Source: an optimization exercise on an open RTL-to-GDS flow (aim: small area, a short achievable clock period and few clock cycles). Production flows keep margins and buffers that such runs may drop.
Function was checked by simulation only, so behaviour that the tests miss may differ from the original.
Power is estimated from default activity; no workload was simulated.

lane 1:
Design top_module, start of the top module:
module top_module(ans,sign,overflow,car,done,a,b,con,start,clk,rst);
==> flow/config.mk <==
export PLATFORM = sky130hd
export DESIGN_NAME = top_module
export DESIGN_NICKNAME = top_module
export VERILOG_FILES = /design/flow/design.v
export SDC_FILE = /design/flow/constraint.sdc
export NUM_CORES = 4
export LEC_CHECK = 0
export ABC_CLOCK_PERIOD_IN_PS = 4000
export CAP_MARGIN = 20
export CORE_MARGIN = 2
export CORE_UTILIZATION = 50
export PLACE_DENSITY = 0.65
export SETUP_SLACK_MARGIN = 1.1
export SLEW_MARGIN = 20
==> flow/constraint.sdc <==
create_clock -name core_clock -period 5.0 [get_ports {clk}]
set_input_delay 1.0000 -clock core_clock [delete_from_list [all_inputs] [get_ports {clk}]]
set_output_delay 1.0000 -clock core_clock [all_outputs]
set_load 0.01 [all_outputs]
standard.sh (not shown) runs the stock make flow with config.mk's settings and CLKGATE_MAP_FILE= SYNTH_SCRIPT=/design/flow/synth_recipe.tcl, a recipe that flattens the netlist after the stock synthesis.
==> flow/flow/run.sh <==
#!/bin/bash
# Standard layout, with fast input/output buffers, sizing not tied to the cell
# footprint, and adders left to ABC (no full/half-adder cell extraction).
set -euo pipefail
bash standard.sh MATCH_CELL_FOOTPRINT=0 "BUFFER_PORTS_ARGS=-buffer_cell sky130_fd_sc_hd__buf_2" ADDER_MAP_FILE= finish > standard_flow.log 2>&1
Looking at the reports, lane 1 completed the entire flow and the layout it produced met the timing, design-rule and antenna checks.
Testbench counts of lane 1, summed over its fixed seeds: cycles 4,866.
Edits applied to the flow inputs when going from lane 1 to lane 2:
==> flow/flow/run.sh <==
#!/bin/bash
# Standard layout, with fast input/output buffers and sizing not tied to the cell footprint.
set -euo pipefail
bash standard.sh MATCH_CELL_FOOTPRINT=0 "BUFFER_PORTS_ARGS=-buffer_cell sky130_fd_sc_hd__buf_2" finish > standard_flow.log 2>&1
diff --git a/flow/config.mk b/flow/config.mk
--- a/flow/config.mk
+++ b/flow/config.mk
@@ -8 +8 @@
-export ABC_CLOCK_PERIOD_IN_PS = 4000
+export ABC_CLOCK_PERIOD_IN_PS = 2500
==> run notes <==
Cmp lane 1 and lane 2 / core utilization / lower: lane 1. Looking at number of design-rule violations left by the first detailed-router iteration across lane 1 and lane 2, the one that comes out lower is lane 1. [compare] base=lane 1 new=lane 2: layout buffering overhead excluding clock cells climbed 1.8 points; leakage power climbed 20%; non-clock buffer count climbed 11; worst setup slack after layout dropped 0.064 ns. Worst slack after detailed placement: lane 2 worse than lane 1. | via count | lane 2 vs lane 1 | better |. The storage element area on lane 1 is in line with that on lane 2. In the metrics for lane 1 and lane 2, the one carrying the lower final clock period utilization by the worst path is lane 1.
diff inputs: lane 2 => lane 3
==> flow/flow/run.sh <==
#!/bin/bash
# Standard layout, with fast input/output buffers, sizing not tied to the cell
# footprint, and adders left to ABC (no full/half-adder cell extraction).
set -euo pipefail
bash standard.sh MATCH_CELL_FOOTPRINT=0 "BUFFER_PORTS_ARGS=-buffer_cell sky130_fd_sc_hd__buf_2" ADDER_MAP_FILE= finish > standard_flow.log 2>&1
diff --git a/flow/config.mk b/flow/config.mk
--- a/flow/config.mk
+++ b/flow/config.mk
@@ -11,2 +11,2 @@
-export CORE_UTILIZATION = 50
-export PLACE_DENSITY = 0.65
+export CORE_UTILIZATION = 65
+export PLACE_DENSITY = 0.75
## What came out
The first-pass GRT wire length of lane 3 was inferior to that of lane 2. Re non-clock buffer instance count of the final layout: lane 3 is about 17% down on lane 2. Comparing lane 3 and lane 2, the higher post-synthesis xor/xnor area fraction was measured on lane 3. Reported for lane 3 and lane 2, total number of clock tree sinks turned out identical to the last digit. Between lane 3 and lane 2, it is lane 3 whose placer congestion estimate is higher, by about 5%. Compared with lane 2, lane 3 shows count of clock-buffer cells in the layout lower by 2. The final reports for lane 3 and lane 2 show power higher in the former. The global-route usage of lane 3 exceeds that of lane 2 by 10 points. Compared with lane 2, in lane 3 multi-input combinational cell area moved up, setup slack of the worst register-to-register path moved up, area of the mapped netlist moved up. Looking at cell with the largest stage delay on the worst path, the sky130_fd_sc_hd__or4_1 result is from lane 3; the sky130_fd_sc_hd__nor4_4 one comes from lane 2. Per the final summary, lane 3 finished and its layout is clean on timing, DRC and antenna.
For lane 4, these inputs were changed with respect to lane 3:
diff --git a/flow/config.mk b/flow/config.mk
--- a/flow/config.mk
+++ b/flow/config.mk
@@ -8 +8 @@
-export ABC_CLOCK_PERIOD_IN_PS = 2500
+export ABC_AREA = 1
@@ -11,2 +11,2 @@
-export CORE_UTILIZATION = 65
-export PLACE_DENSITY = 0.75
+export CORE_UTILIZATION = 50
+export PLACE_DENSITY = 0.65
### Flow results
- Summary of lane 4 over lane 3: post-layout minimum cycle time dropped 0.67 ns; maximum frequency went up; worst setup margin went up by 0.67 ns; final instance count without filler cells has increased; area added between synthesis and finish climbed 2.3 points.
- Compared with lane 3, lane 4 shows post-synthesis instance total higher by 227.
- For the fraction of the cycle the final worst path needs, lane 4 came in 13 points lower than lane 3 did.
- Of lane 3 and lane 4, the run reporting the lower pin slew with the least headroom to its limit was lane 4.
- Synthesized net count for lane 4 is higher than for lane 3.

========
Another version of the RTL of top_module (not shown whole).
Size: about 910 cells after synthesis, about 45 flip-flops, ~42 I/O pins, roughly 0.0053 mm2 of cells after synthesis.
Settings: LEC_CHECK=0, ABC_AREA=1, CAP_MARGIN=20, CORE_MARGIN=2, CORE_UTILIZATION=50, PLACE_DENSITY=0.85, SETUP_SLACK_MARGIN=2.0, SLEW_MARGIN=20; clock period 5.0 ns.
==> flow/flow/run.sh <==
#!/bin/bash
# Standard layout, with fast input/output buffers, sizing not tied to the cell
# footprint, and adders left to ABC (no full/half-adder cell extraction).
set -euo pipefail
bash standard.sh MATCH_CELL_FOOTPRINT=0 "BUFFER_PORTS_ARGS=-buffer_cell sky130_fd_sc_hd__buf_2" ADDER_MAP_FILE= finish > standard_flow.log 2>&1
The first run passed the timing, design-rule and antenna checks.
Testbench counts at the start, summed over its fixed seeds: cycles 4,866.
Edit:
PLACE_DENSITY = 0.65   (was 0.85)
SETUP_SLACK_MARGIN = 2.2   (was 2.0)
- die area does not change
- final area goes up by 6.1%
- worst hold slack gets worse by 12 ps

re-timing with driven ports:
The flow's constraints put no driver on any port. The routed layouts listed below were extracted and timed again, unchanged, in two steps. Step 1, drivers: a clkbuf_16 drives clk and a buf_2 each remaining input, both assumed. Step 2, shift: input delay + t, output delay - t, t = (earliest + latest rising clock arrival at the registers) / 2. This alone moves slack from input paths to output paths. a / b / c = ideal / step 1 / step 2; a / b = the first two.
| run | t (ns) | slack for setup (ns) | worst setup path at the end |
|---|---|---|---|
| lane 1 | 0.357 | 1.273 / 1.287 / 0.930 | input to register |
| lane 2 | 0.343 | 1.209 / 1.220 / 0.877 | input to register |
| lane 3 | 0.339 | 1.227 / 1.239 / 0.900 | input to register |
| lane 4 | 0.332 | 1.899 / 1.905 / 1.573 | input to register |
| the first run of note 2 | 0.338 | 2.169 / 2.183 / 1.845 | input to register |
| the second run of note 2 | 0.341 | 2.299 / 2.303 / 1.962 | input to register |
After both steps setup and hold are still met in every run listed. The setup slack of lane 1, which loses most, moves by +0.014 ns with the drivers and by -0.343 ns with both steps.
